This design comes from an exercise in tuning for small area and a short achievable clock period on the open sky130 flow, not from production work.
At most, simulation tests tie the RTL to the original design; equivalence was not proved.
Power figures rest on the tool's default switching activity, not on a simulated workload.

==> build 96: inputs <==
// PE
module PE (
    input  wire               clk,
    input  wire               rst,
    input  wire               en,
    input  wire               mode_residual,
    input  wire signed [15:0] input_data,
    input  wire signed [15:0] weight_data,
    input  wire signed [15:0] residual_data,
    output reg  signed [15:0] output_data,
    output wire               input_sparse,
    output wire               weight_sparse,
    output wire               computation_skipped,
    output reg         [15:0] sparse_count,
    output reg         [15:0] total_count
);
export LEC_CHECK = 0
export CAP_MARGIN = 20
export CORE_MARGIN = 2
export CORE_UTILIZATION = 40
export PLACE_DENSITY = 0.6
export SETUP_SLACK_MARGIN = 3
export SLEW_MARGIN = 20
export SYNTH_HIERARCHICAL = 1
export SYNTH_MINIMUM_KEEP_SIZE = 0
create_clock -name core_clock -period 8.0 [get_ports {clk}]
standard.sh (not shown) runs the stock make flow with config.mk's settings and CLKGATE_MAP_FILE= SYNTH_SCRIPT=/design/flow/synth_recipe.tcl, a recipe that flattens the netlist after the stock synthesis.
==> flow/flow/run.sh <==
#!/bin/bash
# Standard ORFS layout with two changes:
#  - port buffers use the smallest buffer cell (buffer_ports' default pick is clkdlybuf4s50_1);
#  - after synthesis every combinational cell starts at drive strength 1 (flow/downsize.tcl),
#    and timing repair sizes up only what the timing needs.
set -euo pipefail
export BUFFER_PORTS_ARGS="-buffer_cell sky130_fd_sc_hd__buf_1"
export POST_SYNTH_TCL="$(pwd)/flow/downsize.tcl"
bash standard.sh finish > standard_flow.log 2>&1
==> flow/flow/downsize.tcl <==
# Sourced after the synthesized netlist is loaded (POST_SYNTH_TCL): set every
# combinational cell to its smallest (_1) drive strength; the later timing repair
# sizes up the cells that need it. Flip-flops are left as synthesis made them.
set db [ord::get_db]
set n 0
foreach inst [[ord::get_db_block] getInsts] {
  set m [[$inst getMaster] getName]
  if {[regexp {^(sky130_fd_sc_hd__[a-z0-9]+)_([0-9]+)$} $m -> base d]} {
    if {[string match "*__df*" $base] || [string match "*__dl*" $base] || [string match "*__sdf*" $base]} { continue }
    if {$d > 1} {
      set nm [$db findMaster ${base}_1]
      if {$nm ne "NULL" && $nm ne ""} { $inst swapMaster $nm; incr n }
    }
  }
}
puts "downsize.tcl: set $n cells to drive strength 1"
==> trial 3 (differences from build 96) <==
Settings changed: CORE_UTILIZATION 40 to 55, PLACE_DENSITY 0.6 to 0.7, SETUP_SLACK_MARGIN 3 to 3.3.
==> results.txt <==
| quantity | trial 3 | build 96 |
|---|---|---|
| Top fanout value on the critical path | 3 | 12 |
| Max Clock Freq | 213 MHz | 206 MHz |
| Vias after detailed routing | 5598 | 5211 |
| Run status | complete, no violations | complete, no violations |
| Setup clock skew after layout | 6.25 ps | 12.5 ps |
| Worst endpoint data arrival time | 4910 ps | 5090 ps |
| Pwr dens | 400 nW/um2 | 400 nW/um2 |
| Combined global-route utilization of all metal layers | 28.2% | 18.9% |
| Count of plain and timing-repair buffers in the layout | 142 | 112 |
| Vias in the first global route | 6017 | 5680 |
| Routed wire length per instance | 18.6 um | 16.8 um |
| Post-CTS setup-driven buffer insertion count | 27 | 2 |
| Period Utilization, post-route | 58.6% | 60.7% |
| Number of design-rule violations left by the first detailed-router iteration | 315 | 328 |
| P_seq | 0.000702 W | 0.000706 W |
| Vias per Instance | 5.61 | 5.11 |
| Combinational logic power | 0.00240 W | 0.00227 W |
| Die width | 120 um | 140 um |
No functional check of the RTL was part of any run of this note.

========
==> inputs of run B <==
Another version of the RTL of PE (not shown whole).
Settings: LEC_CHECK=0, CAP_MARGIN=20, CORE_MARGIN=2, CORE_UTILIZATION=40, PLACE_DENSITY=0.6, SETUP_SLACK_MARGIN=3.3, SLEW_MARGIN=20, SYNTH_HIERARCHICAL=1, SYNTH_MINIMUM_KEEP_SIZE=0; clock period 8.0 ns.
Scripts as last shown in full above: flow/flow/run.sh, flow/flow/downsize.tcl
==> run A: changes against run B <==
- SETUP_SLACK_MARGIN: 3.3 -> 3.6
==> run P: changes against run B <==
- SETUP_SLACK_MARGIN: 3.3 -> 3
==> summary of the runs <==
- In synthesized area, run P and run B do not differ.
- Of run B and run P, run B has the higher design area (gap 3.6%, measured against run P).
- First-iteration DRC count: run P is lower than run A (20%).
- Register-to-register slack is about the same in run B and run A.
- Against run B, the worst hold slack of run A is lower by 0.0024 ns.
- In run P the critical path depth is lower than in run B, by 1.
- Fmax: run B > run A > run P.
- Synthesized cell count is the same in run B and run P.
- Run B produced a clean layout. Run P finished clean. Run A completed with no timing, DRC or antenna violations.
- Utilization: run B is higher than run P (1.7 points).
- The lowest non-clock buffer count belongs to run P, the highest to run A.
==> figures <==
| metric | run A | run B | run P |
|---|---|---|---|
| Net Switching | 1.59 mW | 1.55 mW | 1.52 mW |
| Ratio of routed vias to standard cells | 5.15 | 5.17 | 5.10 |
| Fraction of layout cells with a size suffix above 1 | 20.7% | 11.9% | 4.59% |
| Internal Power | 2.03 mW | 1.94 mW | 1.91 mW |
| Outcome | complete, no violations | complete, no violations | complete, no violations |
| Largest net degree at the start of global routing | 75 | 75 | 56 |
| VDD IR-drop max | 0.273 mV | 0.266 mV | 0.339 mV |
| GR Layer Usage met1 | 26.4% | 26.8% | 25.9% |
| Final core utilization | 50.2% | 48.5% | 46.8% |
| Post-CTS Setup Inserts | 32 | 19 | 2 |
| Number of stages on the worst setup path | 12 | 12 | 11 |
| Register-to-register setup slack | 4.37 ns | 4.38 ns | 4.37 ns |
| Max incr delay on CP | 0.58 ns | 0.52 ns | 0.52 ns |
| Post-Layout Cell Count | 1066 | 1056 | 1035 |
| Fin worst setup slack | 3.31 ns | 3.31 ns | 3.12 ns |
| Multi-input gate share of the layout cell area | 61.5% | 61.9% | 63.2% |
| Leak pwr | 4.06 nW | 3.99 nW | 3.91 nW |
| Final wirelength | 18000 um | 17800 um | 16900 um |
| Number of nets in the layout | 1042 | 1032 | 1011 |
| Routed wire length per instance | 16.9 um | 16.9 um | 16.4 um |
| Clock input transition at the sequential cells of the worst setup and hold paths | 0.07 ns | 0.06 ns | 0.06 ns |

========
==> run a <==
Another version of the RTL of PE (not shown whole).
clock: 8.0 ns
lec_check: 0
cap_margin: 20
core_margin: 2
core_utilization: 40
place_density: 0.6
slew_margin: 20
synth_hierarchical: 1
synth_minimum_keep_size: 0
run.sh (not shown) runs the stock make flow with config.mk's settings and CLKGATE_MAP_FILE= SYNTH_SCRIPT=/design/flow/synth_recipe.tcl, a recipe that flattens the netlist after the stock synthesis.
Stock flow here: none of the scripts above is used.
==> inputs of run b, as changes to run a <==
--- a/flow/design.v
+++ b/flow/design.v
@@ -17,19 +17,19 @@
                            ((input_data[15:4] == 12'hfff) & (input_data[3:0] != 4'h0));
     assign weight_sparse = (weight_data[15:4] == 12'h000) |
                            ((weight_data[15:4] == 12'hfff) & (weight_data[3:0] != 4'h0));
     assign computation_skipped = input_sparse | weight_sparse;
     wire mac = en & ~computation_skipped;
     reg  [15:0] acc;
     wire [16:0] bx = {weight_data, 1'b0};
     wire [16:0] ax = {input_data, 1'b0};
-    wire one0 = (bx[1] ^ bx[0]) & mac;
-    wire two0 = ((bx[2] & ~bx[1] & ~bx[0]) | (~bx[2] & bx[1] & bx[0])) & mac;
-    wire neg0 = bx[2] & mac;
+    wire one0 = (bx[1] ^ bx[0]);
+    wire two0 = ((bx[2] & ~bx[1] & ~bx[0]) | (~bx[2] & bx[1] & bx[0]));
+    wire neg0 = bx[2];
     wire bp_0_0;
     bsel u_bs0_0 (.one(one0), .two(two0), .neg(neg0), .a1(ax[1]), .a0(ax[0]), .p(bp_0_0));
     wire bp_0_1;
     bsel u_bs0_1 (.one(one0), .two(two0), .neg(neg0), .a1(ax[2]), .a0(ax[1]), .p(bp_0_1));
     wire bp_0_2;
     bsel u_bs0_2 (.one(one0), .two(two0), .neg(neg0), .a1(ax[3]), .a0(ax[2]), .p(bp_0_2));
     wire bp_0_3;
     bsel u_bs0_3 (.one(one0), .two(two0), .neg(neg0), .a1(ax[4]), .a0(ax[3]), .p(bp_0_3));
@@ -52,19 +52,19 @@
     wire bp_0_12;
     bsel u_bs0_12 (.one(one0), .two(two0), .neg(neg0), .a1(ax[13]), .a0(ax[12]), .p(bp_0_12));
     wire bp_0_13;
     bsel u_bs0_13 (.one(one0), .two(two0), .neg(neg0), .a1(ax[14]), .a0(ax[13]), .p(bp_0_13));
     wire bp_0_14;
     bsel u_bs0_14 (.one(one0), .two(two0), .neg(neg0), .a1(ax[15]), .a0(ax[14]), .p(bp_0_14));
     wire bp_0_15;
     bsel u_bs0_15 (.one(one0), .two(two0), .neg(neg0), .a1(ax[16]), .a0(ax[15]), .p(bp_0_15));
-    wire one1 = (bx[3] ^ bx[2]) & mac;
-    wire two1 = ((bx[4] & ~bx[3] & ~bx[2]) | (~bx[4] & bx[3] & bx[2])) & mac;
-    wire neg1 = bx[4] & mac;
+    wire one1 = (bx[3] ^ bx[2]);
+    wire two1 = ((bx[4] & ~bx[3] & ~bx[2]) | (~bx[4] & bx[3] & bx[2]));
+    wire neg1 = bx[4];
     wire bp_1_0;
     bsel u_bs1_0 (.one(one1), .two(two1), .neg(neg1), .a1(ax[1]), .a0(ax[0]), .p(bp_1_0));
     wire bp_1_1;
     bsel u_bs1_1 (.one(one1), .two(two1), .neg(neg1), .a1(ax[2]), .a0(ax[1]), .p(bp_1_1));
     wire bp_1_2;
     bsel u_bs1_2 (.one(one1), .two(two1), .neg(neg1), .a1(ax[3]), .a0(ax[2]), .p(bp_1_2));
     wire bp_1_3;
     bsel u_bs1_3 (.one(one1), .two(two1), .neg(neg1), .a1(ax[4]), .a0(ax[3]), .p(bp_1_3));
@@ -83,19 +83,19 @@
     wire bp_1_10;
     bsel u_bs1_10 (.one(one1), .two(two1), .neg(neg1), .a1(ax[11]), .a0(ax[10]), .p(bp_1_10));
     wire bp_1_11;
     bsel u_bs1_11 (.one(one1), .two(two1), .neg(neg1), .a1(ax[12]), .a0(ax[11]), .p(bp_1_11));
     wire bp_1_12;
     bsel u_bs1_12 (.one(one1), .two(two1), .neg(neg1), .a1(ax[13]), .a0(ax[12]), .p(bp_1_12));
     wire bp_1_13;
     bsel u_bs1_13 (.one(one1), .two(two1), .neg(neg1), .a1(ax[14]), .a0(ax[13]), .p(bp_1_13));
-    wire one2 = (bx[5] ^ bx[4]) & mac;
-    wire two2 = ((bx[6] & ~bx[5] & ~bx[4]) | (~bx[6] & bx[5] & bx[4])) & mac;
-    wire neg2 = bx[6] & mac;
+    wire one2 = (bx[5] ^ bx[4]);
+    wire two2 = ((bx[6] & ~bx[5] & ~bx[4]) | (~bx[6] & bx[5] & bx[4]));
+    wire neg2 = bx[6];
     wire bp_2_0;
     bsel u_bs2_0 (.one(one2), .two(two2), .neg(neg2), .a1(ax[1]), .a0(ax[0]), .p(bp_2_0));
     wire bp_2_1;
     bsel u_bs2_1 (.one(one2), .two(two2), .neg(neg2), .a1(ax[2]), .a0(ax[1]), .p(bp_2_1));
     wire bp_2_2;
     bsel u_bs2_2 (.one(one2), .two(two2), .neg(neg2), .a1(ax[3]), .a0(ax[2]), .p(bp_2_2));
     wire bp_2_3;
     bsel u_bs2_3 (.one(one2), .two(two2), .neg(neg2), .a1(ax[4]), .a0(ax[3]), .p(bp_2_3));
@@ -110,19 +110,19 @@
     wire bp_2_8;
     bsel u_bs2_8 (.one(one2), .two(two2), .neg(neg2), .a1(ax[9]), .a0(ax[8]), .p(bp_2_8));
     wire bp_2_9;
     bsel u_bs2_9 (.one(one2), .two(two2), .neg(neg2), .a1(ax[10]), .a0(ax[9]), .p(bp_2_9));
     wire bp_2_10;
     bsel u_bs2_10 (.one(one2), .two(two2), .neg(neg2), .a1(ax[11]), .a0(ax[10]), .p(bp_2_10));
     wire bp_2_11;
     bsel u_bs2_11 (.one(one2), .two(two2), .neg(neg2), .a1(ax[12]), .a0(ax[11]), .p(bp_2_11));
-    wire one3 = (bx[7] ^ bx[6]) & mac;
-    wire two3 = ((bx[8] & ~bx[7] & ~bx[6]) | (~bx[8] & bx[7] & bx[6])) & mac;
-    wire neg3 = bx[8] & mac;
+    wire one3 = (bx[7] ^ bx[6]);
+    wire two3 = ((bx[8] & ~bx[7] & ~bx[6]) | (~bx[8] & bx[7] & bx[6]));
+    wire neg3 = bx[8];
     wire bp_3_0;
     bsel u_bs3_0 (.one(one3), .two(two3), .neg(neg3), .a1(ax[1]), .a0(ax[0]), .p(bp_3_0));
     wire bp_3_1;
     bsel u_bs3_1 (.one(one3), .two(two3), .neg(neg3), .a1(ax[2]), .a0(ax[1]), .p(bp_3_1));
     wire bp_3_2;
     bsel u_bs3_2 (.one(one3), .two(two3), .neg(neg3), .a1(ax[3]), .a0(ax[2]), .p(bp_3_2));
     wire bp_3_3;
     bsel u_bs3_3 (.one(one3), .two(two3), .neg(neg3), .a1(ax[4]), .a0(ax[3]), .p(bp_3_3));
@@ -133,64 +133,64 @@
     wire bp_3_6;
     bsel u_bs3_6 (.one(one3), .two(two3), .neg(neg3), .a1(ax[7]), .a0(ax[6]), .p(bp_3_6));
     wire bp_3_7;
     bsel u_bs3_7 (.one(one3), .two(two3), .neg(neg3), .a1(ax[8]), .a0(ax[7]), .p(bp_3_7));
     wire bp_3_8;
     bsel u_bs3_8 (.one(one3), .two(two3), .neg(neg3), .a1(ax[9]), .a0(ax[8]), .p(bp_3_8));
     wire bp_3_9;
     bsel u_bs3_9 (.one(one3), .two(two3), .neg(neg3), .a1(ax[10]), .a0(ax[9]), .p(bp_3_9));
-    wire one4 = (bx[9] ^ bx[8]) & mac;
-    wire two4 = ((bx[10] & ~bx[9] & ~bx[8]) | (~bx[10] & bx[9] & bx[8])) & mac;
-    wire neg4 = bx[10] & mac;
+    wire one4 = (bx[9] ^ bx[8]);
+    wire two4 = ((bx[10] & ~bx[9] & ~bx[8]) | (~bx[10] & bx[9] & bx[8]));
+    wire neg4 = bx[10];
     wire bp_4_0;
     bsel u_bs4_0 (.one(one4), .two(two4), .neg(neg4), .a1(ax[1]), .a0(ax[0]), .p(bp_4_0));
     wire bp_4_1;
     bsel u_bs4_1 (.one(one4), .two(two4), .neg(neg4), .a1(ax[2]), .a0(ax[1]), .p(bp_4_1));
     wire bp_4_2;
     bsel u_bs4_2 (.one(one4), .two(two4), .neg(neg4), .a1(ax[3]), .a0(ax[2]), .p(bp_4_2));
     wire bp_4_3;
     bsel u_bs4_3 (.one(one4), .two(two4), .neg(neg4), .a1(ax[4]), .a0(ax[3]), .p(bp_4_3));
     wire bp_4_4;
     bsel u_bs4_4 (.one(one4), .two(two4), .neg(neg4), .a1(ax[5]), .a0(ax[4]), .p(bp_4_4));
     wire bp_4_5;
     bsel u_bs4_5 (.one(one4), .two(two4), .neg(neg4), .a1(ax[6]), .a0(ax[5]), .p(bp_4_5));
     wire bp_4_6;
     bsel u_bs4_6 (.one(one4), .two(two4), .neg(neg4), .a1(ax[7]), .a0(ax[6]), .p(bp_4_6));
     wire bp_4_7;
     bsel u_bs4_7 (.one(one4), .two(two4), .neg(neg4), .a1(ax[8]), .a0(ax[7]), .p(bp_4_7));
-    wire one5 = (bx[11] ^ bx[10]) & mac;
-    wire two5 = ((bx[12] & ~bx[11] & ~bx[10]) | (~bx[12] & bx[11] & bx[10])) & mac;
-    wire neg5 = bx[12] & mac;
+    wire one5 = (bx[11] ^ bx[10]);
+    wire two5 = ((bx[12] & ~bx[11] & ~bx[10]) | (~bx[12] & bx[11] & bx[10]));
+    wire neg5 = bx[12];
     wire bp_5_0;
     bsel u_bs5_0 (.one(one5), .two(two5), .neg(neg5), .a1(ax[1]), .a0(ax[0]), .p(bp_5_0));
     wire bp_5_1;
     bsel u_bs5_1 (.one(one5), .two(two5), .neg(neg5), .a1(ax[2]), .a0(ax[1]), .p(bp_5_1));
     wire bp_5_2;
     bsel u_bs5_2 (.one(one5), .two(two5), .neg(neg5), .a1(ax[3]), .a0(ax[2]), .p(bp_5_2));
     wire bp_5_3;
     bsel u_bs5_3 (.one(one5), .two(two5), .neg(neg5), .a1(ax[4]), .a0(ax[3]), .p(bp_5_3));
     wire bp_5_4;
     bsel u_bs5_4 (.one(one5), .two(two5), .neg(neg5), .a1(ax[5]), .a0(ax[4]), .p(bp_5_4));
     wire bp_5_5;
     bsel u_bs5_5 (.one(one5), .two(two5), .neg(neg5), .a1(ax[6]), .a0(ax[5]), .p(bp_5_5));
-    wire one6 = (bx[13] ^ bx[12]) & mac;
-    wire two6 = ((bx[14] & ~bx[13] & ~bx[12]) | (~bx[14] & bx[13] & bx[12])) & mac;
-    wire neg6 = bx[14] & mac;
+    wire one6 = (bx[13] ^ bx[12]);
+    wire two6 = ((bx[14] & ~bx[13] & ~bx[12]) | (~bx[14] & bx[13] & bx[12]));
+    wire neg6 = bx[14];
     wire bp_6_0;
     bsel u_bs6_0 (.one(one6), .two(two6), .neg(neg6), .a1(ax[1]), .a0(ax[0]), .p(bp_6_0));
     wire bp_6_1;
     bsel u_bs6_1 (.one(one6), .two(two6), .neg(neg6), .a1(ax[2]), .a0(ax[1]), .p(bp_6_1));
     wire bp_6_2;
     bsel u_bs6_2 (.one(one6), .two(two6), .neg(neg6), .a1(ax[3]), .a0(ax[2]), .p(bp_6_2));
     wire bp_6_3;
     bsel u_bs6_3 (.one(one6), .two(two6), .neg(neg6), .a1(ax[4]), .a0(ax[3]), .p(bp_6_3));
-    wire one7 = (bx[15] ^ bx[14]) & mac;
-    wire two7 = ((bx[16] & ~bx[15] & ~bx[14]) | (~bx[16] & bx[15] & bx[14])) & mac;
-    wire neg7 = bx[16] & mac;
+    wire one7 = (bx[15] ^ bx[14]);
+    wire two7 = ((bx[16] & ~bx[15] & ~bx[14]) | (~bx[16] & bx[15] & bx[14]));
+    wire neg7 = bx[16];
     wire bp_7_0 = one7 & ax[1];
     wire bp_7_1 = ((one7 & ax[2]) | (two7 & ax[1])) ^ (neg7 & one7 & ax[1]);
     wire hs0, hc0;
     ha u_ha0 (.a(acc[8]), .b(neg4), .s(hs0), .co(hc0));
     wire hs1, hc1;
     ha u_ha1 (.a(acc[9]), .b(bp_0_9), .s(hs1), .co(hc1));
     wire fs0, fc0;
     fa u_fa0 (.a(acc[10]), .b(neg5), .c(bp_0_10), .s(fs0), .co(fc0));
@@ -328,17 +328,17 @@
         if (rst) begin
             acc <= 16'd0;
             output_data <= 16'd0;
             sparse_count <= 16'd0;
             total_count <= 16'd0;
         end else begin
             total_count  <= total_count + {15'd0, en};
             sparse_count <= sparse_count + {15'd0, en & computation_skipped};
-            acc <= acc_nx;
+            if (mac) acc <= acc_nx;
             if (en) output_data <= acc + (mode_residual ? residual_data : 16'd0);
         end
     end
 endmodule
 module fa (input wire a, input wire b, input wire c, output wire s, output wire co);
     assign s = a ^ b ^ c;
     assign co = (a & b) | (a & c) | (b & c);
 endmodule
==> flow/flow/run.sh (new file) <==
#!/bin/bash
# Standard ORFS layout, with port buffers of the smallest buffer cell
# (instead of buffer_ports' default pick, clkdlybuf4s50_1).
set -euo pipefail
export BUFFER_PORTS_ARGS="-buffer_cell sky130_fd_sc_hd__buf_1"
bash standard.sh finish > standard_flow.log 2>&1
==> flow/standard.sh (new file) <==
#!/bin/bash
# synth_recipe.tcl (not shown) runs the flow's synth.tcl, then flattens the netlist and writes it again
# the make line also repeats each setting of config.mk as NAME=value (left out here)
make -C /OpenROAD-flow-scripts/flow DESIGN_CONFIG=/design/flow/config.mk WORK_HOME=/design/flow/orfs CLKGATE_MAP_FILE= SYNTH_SCRIPT=/design/flow/synth_recipe.tcl "${@:-finish}"
Settings changed: SETUP_SLACK_MARGIN set to 3.
removed: flow/run.sh
==> inputs of run c, as changes to run a <==
--- a/flow/design.v
+++ b/flow/design.v
@@ -17,19 +17,19 @@
                            ((input_data[15:4] == 12'hfff) & (input_data[3:0] != 4'h0));
     assign weight_sparse = (weight_data[15:4] == 12'h000) |
                            ((weight_data[15:4] == 12'hfff) & (weight_data[3:0] != 4'h0));
     assign computation_skipped = input_sparse | weight_sparse;
     wire mac = en & ~computation_skipped;
     reg  [15:0] acc;
     wire [16:0] bx = {weight_data, 1'b0};
     wire [16:0] ax = {input_data, 1'b0};
-    wire one0 = (bx[1] ^ bx[0]) & mac;
-    wire two0 = ((bx[2] & ~bx[1] & ~bx[0]) | (~bx[2] & bx[1] & bx[0])) & mac;
-    wire neg0 = bx[2] & mac;
+    wire one0 = (bx[1] ^ bx[0]);
+    wire two0 = ((bx[2] & ~bx[1] & ~bx[0]) | (~bx[2] & bx[1] & bx[0]));
+    wire neg0 = bx[2];
     wire bp_0_0;
     bsel u_bs0_0 (.one(one0), .two(two0), .neg(neg0), .a1(ax[1]), .a0(ax[0]), .p(bp_0_0));
     wire bp_0_1;
     bsel u_bs0_1 (.one(one0), .two(two0), .neg(neg0), .a1(ax[2]), .a0(ax[1]), .p(bp_0_1));
     wire bp_0_2;
     bsel u_bs0_2 (.one(one0), .two(two0), .neg(neg0), .a1(ax[3]), .a0(ax[2]), .p(bp_0_2));
     wire bp_0_3;
     bsel u_bs0_3 (.one(one0), .two(two0), .neg(neg0), .a1(ax[4]), .a0(ax[3]), .p(bp_0_3));
@@ -52,19 +52,19 @@
     wire bp_0_12;
     bsel u_bs0_12 (.one(one0), .two(two0), .neg(neg0), .a1(ax[13]), .a0(ax[12]), .p(bp_0_12));
     wire bp_0_13;
     bsel u_bs0_13 (.one(one0), .two(two0), .neg(neg0), .a1(ax[14]), .a0(ax[13]), .p(bp_0_13));
     wire bp_0_14;
     bsel u_bs0_14 (.one(one0), .two(two0), .neg(neg0), .a1(ax[15]), .a0(ax[14]), .p(bp_0_14));
     wire bp_0_15;
     bsel u_bs0_15 (.one(one0), .two(two0), .neg(neg0), .a1(ax[16]), .a0(ax[15]), .p(bp_0_15));
-    wire one1 = (bx[3] ^ bx[2]) & mac;
-    wire two1 = ((bx[4] & ~bx[3] & ~bx[2]) | (~bx[4] & bx[3] & bx[2])) & mac;
-    wire neg1 = bx[4] & mac;
+    wire one1 = (bx[3] ^ bx[2]);
+    wire two1 = ((bx[4] & ~bx[3] & ~bx[2]) | (~bx[4] & bx[3] & bx[2]));
+    wire neg1 = bx[4];
     wire bp_1_0;
     bsel u_bs1_0 (.one(one1), .two(two1), .neg(neg1), .a1(ax[1]), .a0(ax[0]), .p(bp_1_0));
     wire bp_1_1;
     bsel u_bs1_1 (.one(one1), .two(two1), .neg(neg1), .a1(ax[2]), .a0(ax[1]), .p(bp_1_1));
     wire bp_1_2;
     bsel u_bs1_2 (.one(one1), .two(two1), .neg(neg1), .a1(ax[3]), .a0(ax[2]), .p(bp_1_2));
     wire bp_1_3;
     bsel u_bs1_3 (.one(one1), .two(two1), .neg(neg1), .a1(ax[4]), .a0(ax[3]), .p(bp_1_3));
@@ -83,19 +83,19 @@
     wire bp_1_10;
     bsel u_bs1_10 (.one(one1), .two(two1), .neg(neg1), .a1(ax[11]), .a0(ax[10]), .p(bp_1_10));
     wire bp_1_11;
     bsel u_bs1_11 (.one(one1), .two(two1), .neg(neg1), .a1(ax[12]), .a0(ax[11]), .p(bp_1_11));
     wire bp_1_12;
     bsel u_bs1_12 (.one(one1), .two(two1), .neg(neg1), .a1(ax[13]), .a0(ax[12]), .p(bp_1_12));
     wire bp_1_13;
     bsel u_bs1_13 (.one(one1), .two(two1), .neg(neg1), .a1(ax[14]), .a0(ax[13]), .p(bp_1_13));
-    wire one2 = (bx[5] ^ bx[4]) & mac;
-    wire two2 = ((bx[6] & ~bx[5] & ~bx[4]) | (~bx[6] & bx[5] & bx[4])) & mac;
-    wire neg2 = bx[6] & mac;
+    wire one2 = (bx[5] ^ bx[4]);
+    wire two2 = ((bx[6] & ~bx[5] & ~bx[4]) | (~bx[6] & bx[5] & bx[4]));
+    wire neg2 = bx[6];
     wire bp_2_0;
     bsel u_bs2_0 (.one(one2), .two(two2), .neg(neg2), .a1(ax[1]), .a0(ax[0]), .p(bp_2_0));
     wire bp_2_1;
     bsel u_bs2_1 (.one(one2), .two(two2), .neg(neg2), .a1(ax[2]), .a0(ax[1]), .p(bp_2_1));
     wire bp_2_2;
     bsel u_bs2_2 (.one(one2), .two(two2), .neg(neg2), .a1(ax[3]), .a0(ax[2]), .p(bp_2_2));
     wire bp_2_3;
     bsel u_bs2_3 (.one(one2), .two(two2), .neg(neg2), .a1(ax[4]), .a0(ax[3]), .p(bp_2_3));
@@ -110,19 +110,19 @@
     wire bp_2_8;
     bsel u_bs2_8 (.one(one2), .two(two2), .neg(neg2), .a1(ax[9]), .a0(ax[8]), .p(bp_2_8));
     wire bp_2_9;
     bsel u_bs2_9 (.one(one2), .two(two2), .neg(neg2), .a1(ax[10]), .a0(ax[9]), .p(bp_2_9));
     wire bp_2_10;
     bsel u_bs2_10 (.one(one2), .two(two2), .neg(neg2), .a1(ax[11]), .a0(ax[10]), .p(bp_2_10));
     wire bp_2_11;
     bsel u_bs2_11 (.one(one2), .two(two2), .neg(neg2), .a1(ax[12]), .a0(ax[11]), .p(bp_2_11));
-    wire one3 = (bx[7] ^ bx[6]) & mac;
-    wire two3 = ((bx[8] & ~bx[7] & ~bx[6]) | (~bx[8] & bx[7] & bx[6])) & mac;
-    wire neg3 = bx[8] & mac;
+    wire one3 = (bx[7] ^ bx[6]);
+    wire two3 = ((bx[8] & ~bx[7] & ~bx[6]) | (~bx[8] & bx[7] & bx[6]));
+    wire neg3 = bx[8];
     wire bp_3_0;
     bsel u_bs3_0 (.one(one3), .two(two3), .neg(neg3), .a1(ax[1]), .a0(ax[0]), .p(bp_3_0));
     wire bp_3_1;
     bsel u_bs3_1 (.one(one3), .two(two3), .neg(neg3), .a1(ax[2]), .a0(ax[1]), .p(bp_3_1));
     wire bp_3_2;
     bsel u_bs3_2 (.one(one3), .two(two3), .neg(neg3), .a1(ax[3]), .a0(ax[2]), .p(bp_3_2));
     wire bp_3_3;
     bsel u_bs3_3 (.one(one3), .two(two3), .neg(neg3), .a1(ax[4]), .a0(ax[3]), .p(bp_3_3));
@@ -133,64 +133,64 @@
     wire bp_3_6;
     bsel u_bs3_6 (.one(one3), .two(two3), .neg(neg3), .a1(ax[7]), .a0(ax[6]), .p(bp_3_6));
     wire bp_3_7;
     bsel u_bs3_7 (.one(one3), .two(two3), .neg(neg3), .a1(ax[8]), .a0(ax[7]), .p(bp_3_7));
     wire bp_3_8;
     bsel u_bs3_8 (.one(one3), .two(two3), .neg(neg3), .a1(ax[9]), .a0(ax[8]), .p(bp_3_8));
     wire bp_3_9;
     bsel u_bs3_9 (.one(one3), .two(two3), .neg(neg3), .a1(ax[10]), .a0(ax[9]), .p(bp_3_9));
-    wire one4 = (bx[9] ^ bx[8]) & mac;
-    wire two4 = ((bx[10] & ~bx[9] & ~bx[8]) | (~bx[10] & bx[9] & bx[8])) & mac;
-    wire neg4 = bx[10] & mac;
+    wire one4 = (bx[9] ^ bx[8]);
+    wire two4 = ((bx[10] & ~bx[9] & ~bx[8]) | (~bx[10] & bx[9] & bx[8]));
+    wire neg4 = bx[10];
     wire bp_4_0;
     bsel u_bs4_0 (.one(one4), .two(two4), .neg(neg4), .a1(ax[1]), .a0(ax[0]), .p(bp_4_0));
     wire bp_4_1;
     bsel u_bs4_1 (.one(one4), .two(two4), .neg(neg4), .a1(ax[2]), .a0(ax[1]), .p(bp_4_1));
     wire bp_4_2;
     bsel u_bs4_2 (.one(one4), .two(two4), .neg(neg4), .a1(ax[3]), .a0(ax[2]), .p(bp_4_2));
     wire bp_4_3;
     bsel u_bs4_3 (.one(one4), .two(two4), .neg(neg4), .a1(ax[4]), .a0(ax[3]), .p(bp_4_3));
     wire bp_4_4;
     bsel u_bs4_4 (.one(one4), .two(two4), .neg(neg4), .a1(ax[5]), .a0(ax[4]), .p(bp_4_4));
     wire bp_4_5;
     bsel u_bs4_5 (.one(one4), .two(two4), .neg(neg4), .a1(ax[6]), .a0(ax[5]), .p(bp_4_5));
     wire bp_4_6;
     bsel u_bs4_6 (.one(one4), .two(two4), .neg(neg4), .a1(ax[7]), .a0(ax[6]), .p(bp_4_6));
     wire bp_4_7;
     bsel u_bs4_7 (.one(one4), .two(two4), .neg(neg4), .a1(ax[8]), .a0(ax[7]), .p(bp_4_7));
-    wire one5 = (bx[11] ^ bx[10]) & mac;
-    wire two5 = ((bx[12] & ~bx[11] & ~bx[10]) | (~bx[12] & bx[11] & bx[10])) & mac;
-    wire neg5 = bx[12] & mac;
+    wire one5 = (bx[11] ^ bx[10]);
+    wire two5 = ((bx[12] & ~bx[11] & ~bx[10]) | (~bx[12] & bx[11] & bx[10]));
+    wire neg5 = bx[12];
     wire bp_5_0;
     bsel u_bs5_0 (.one(one5), .two(two5), .neg(neg5), .a1(ax[1]), .a0(ax[0]), .p(bp_5_0));
     wire bp_5_1;
     bsel u_bs5_1 (.one(one5), .two(two5), .neg(neg5), .a1(ax[2]), .a0(ax[1]), .p(bp_5_1));
     wire bp_5_2;
     bsel u_bs5_2 (.one(one5), .two(two5), .neg(neg5), .a1(ax[3]), .a0(ax[2]), .p(bp_5_2));
     wire bp_5_3;
     bsel u_bs5_3 (.one(one5), .two(two5), .neg(neg5), .a1(ax[4]), .a0(ax[3]), .p(bp_5_3));
     wire bp_5_4;
     bsel u_bs5_4 (.one(one5), .two(two5), .neg(neg5), .a1(ax[5]), .a0(ax[4]), .p(bp_5_4));
     wire bp_5_5;
     bsel u_bs5_5 (.one(one5), .two(two5), .neg(neg5), .a1(ax[6]), .a0(ax[5]), .p(bp_5_5));
-    wire one6 = (bx[13] ^ bx[12]) & mac;
-    wire two6 = ((bx[14] & ~bx[13] & ~bx[12]) | (~bx[14] & bx[13] & bx[12])) & mac;
-    wire neg6 = bx[14] & mac;
+    wire one6 = (bx[13] ^ bx[12]);
+    wire two6 = ((bx[14] & ~bx[13] & ~bx[12]) | (~bx[14] & bx[13] & bx[12]));
+    wire neg6 = bx[14];
     wire bp_6_0;
     bsel u_bs6_0 (.one(one6), .two(two6), .neg(neg6), .a1(ax[1]), .a0(ax[0]), .p(bp_6_0));
     wire bp_6_1;
     bsel u_bs6_1 (.one(one6), .two(two6), .neg(neg6), .a1(ax[2]), .a0(ax[1]), .p(bp_6_1));
     wire bp_6_2;
     bsel u_bs6_2 (.one(one6), .two(two6), .neg(neg6), .a1(ax[3]), .a0(ax[2]), .p(bp_6_2));
     wire bp_6_3;
     bsel u_bs6_3 (.one(one6), .two(two6), .neg(neg6), .a1(ax[4]), .a0(ax[3]), .p(bp_6_3));
-    wire one7 = (bx[15] ^ bx[14]) & mac;
-    wire two7 = ((bx[16] & ~bx[15] & ~bx[14]) | (~bx[16] & bx[15] & bx[14])) & mac;
-    wire neg7 = bx[16] & mac;
+    wire one7 = (bx[15] ^ bx[14]);
+    wire two7 = ((bx[16] & ~bx[15] & ~bx[14]) | (~bx[16] & bx[15] & bx[14]));
+    wire neg7 = bx[16];
     wire bp_7_0 = one7 & ax[1];
     wire bp_7_1 = ((one7 & ax[2]) | (two7 & ax[1])) ^ (neg7 & one7 & ax[1]);
     wire hs0, hc0;
     ha u_ha0 (.a(acc[8]), .b(neg4), .s(hs0), .co(hc0));
     wire hs1, hc1;
     ha u_ha1 (.a(acc[9]), .b(bp_0_9), .s(hs1), .co(hc1));
     wire fs0, fc0;
     fa u_fa0 (.a(acc[10]), .b(neg5), .c(bp_0_10), .s(fs0), .co(fc0));
@@ -328,17 +328,17 @@
         if (rst) begin
             acc <= 16'd0;
             output_data <= 16'd0;
             sparse_count <= 16'd0;
             total_count <= 16'd0;
         end else begin
             total_count  <= total_count + {15'd0, en};
             sparse_count <= sparse_count + {15'd0, en & computation_skipped};
-            acc <= acc_nx;
+            if (mac) acc <= acc_nx;
             if (en) output_data <= acc + (mode_residual ? residual_data : 16'd0);
         end
     end
 endmodule
 module fa (input wire a, input wire b, input wire c, output wire s, output wire co);
     assign s = a ^ b ^ c;
     assign co = (a & b) | (a & c) | (b & c);
 endmodule
==> results.txt <==
Result of the run: run a timing/DRC/antenna clean; run c timing/DRC/antenna clean; run b timing/DRC/antenna clean
Switching power share of the total: run a 0.4465; run c 0.4640; run b 0.4433
Library cell contributing the largest single delay on the critical path: run a clkdlybuf4s50_1; run c xor2_1; run b fa_2
Final critical-path setup slack: run a 0.7878 ns; run c 1.546 ns; run b 2.800 ns
Post-DR vias/cell: run a 5.379; run c 5.361; run b 5.426
Adder and majority cell fraction of the synthesized area: run a 0.2322; run c 0.2307; run b 0.2307
Area of placed instances: run a 8472 um^2; run c 8468 um^2; run b 7974 um^2
Number of non-clock buffers: run a 122; run c 117; run b 168
Final-layout non-clock buffer area share: run a 0.1337; run c 0.1295; run b 0.1235
Combined area of the multi-input logic cells: run a 5343 um^2; run c 5388 um^2; run b 5893 um^2
Met2 GRT Util: run a 0.3364; run c 0.3245; run b 0.3303
Mean Syn Cell Area: run a 10.57 um^2; run c 10.60 um^2; run b 10.60 um^2
Part of the power in combinational logic: run a 0.740; run c 0.775; run b 0.804
Total power consumption of the routed design: run a 3.537 mW; run c 4.041 mW; run b 4.886 mW
Routed length per placed instance: run a 17.86 um; run c 17.13 um; run b 17.44 um
Overall routing resource usage: run a 0.2046; run c 0.1979; run b 0.2051
Clock insertion delay at the later pin of the skew report: run a 0.32 ns; run c 0.32 ns; run b 0.33 ns
Number of design-rule violations left by the first detailed-router iteration: run a 305; run c 257; run b 238
Final standard cell utilization of the core: run a 0.5081; run c 0.5059; run b 0.5379
Top cell type's share of synthesized area: run a 0.2279; run c 0.2265; run b 0.2265
Sequential fraction of design power: run a 0.158; run c 0.137; run b 0.113
Leak Pwr: run a 3.449 nW; run c 3.418 nW; run b 3.678 nW
WL met3: run a 803 um; run c 818 um; run b 1069 um
No run of this note included a check of the RTL's function; only the layout flow was run.

-- port drivers added, routing unchanged --
The results above use ideal ports. As a check the final layouts listed here were re-extracted and re-timed, cells and wires unchanged.
Step 1 sets driving cells, clkbuf_16 on the clock port and buf_2 on the other inputs (assumed; they add their load-dependent delay and slew).
Step 2, shift: input delay + t, output delay - t, t = (earliest + latest rising clock arrival at the registers) / 2. This alone moves slack from input paths to output paths.
a / b / c = ideal ports / drivers / drivers and shift; a / b = the first two.
| run | shift t [ns] | setup WS [ns] | hold WS [ns] |
|---|---|---|---|
| build 96 | 0.377 | 3.142 / 3.151 / 2.774 | 0.472 / 0.472 / 0.472 |
| trial 3 | 0.381 | 3.314 / 3.309 / 2.929 | 0.467 / 0.467 / 0.467 |
| run B of note 2 | 0.380 | 3.314 / 3.331 / 2.951 | 0.467 / 0.467 / 0.467 |
| run A of note 2 | 0.374 | 3.309 / 3.299 / 2.925 | 0.465 / 0.465 / 0.465 |
| run P of note 2 | 0.380 | 3.117 / 3.134 / 2.754 | 0.466 / 0.466 / 0.466 |
| run a of note 3 | 0.357 | 0.788 / 0.803 / 0.446 | 0.467 / 0.467 / 0.467 |
| run b of note 3 | 0.362 | 2.800 / 2.803 / 2.440 | 0.469 / 0.469 / 0.469 |
| run c of note 3 | 0.362 | 1.546 / 1.565 / 1.203 | 0.469 / 0.469 / 0.469 |
After both steps setup and hold are still met in every run listed. For trial 3, which loses most, drivers alone change the setup slack by -0.005 ns; drivers and shift together by -0.385 ns.
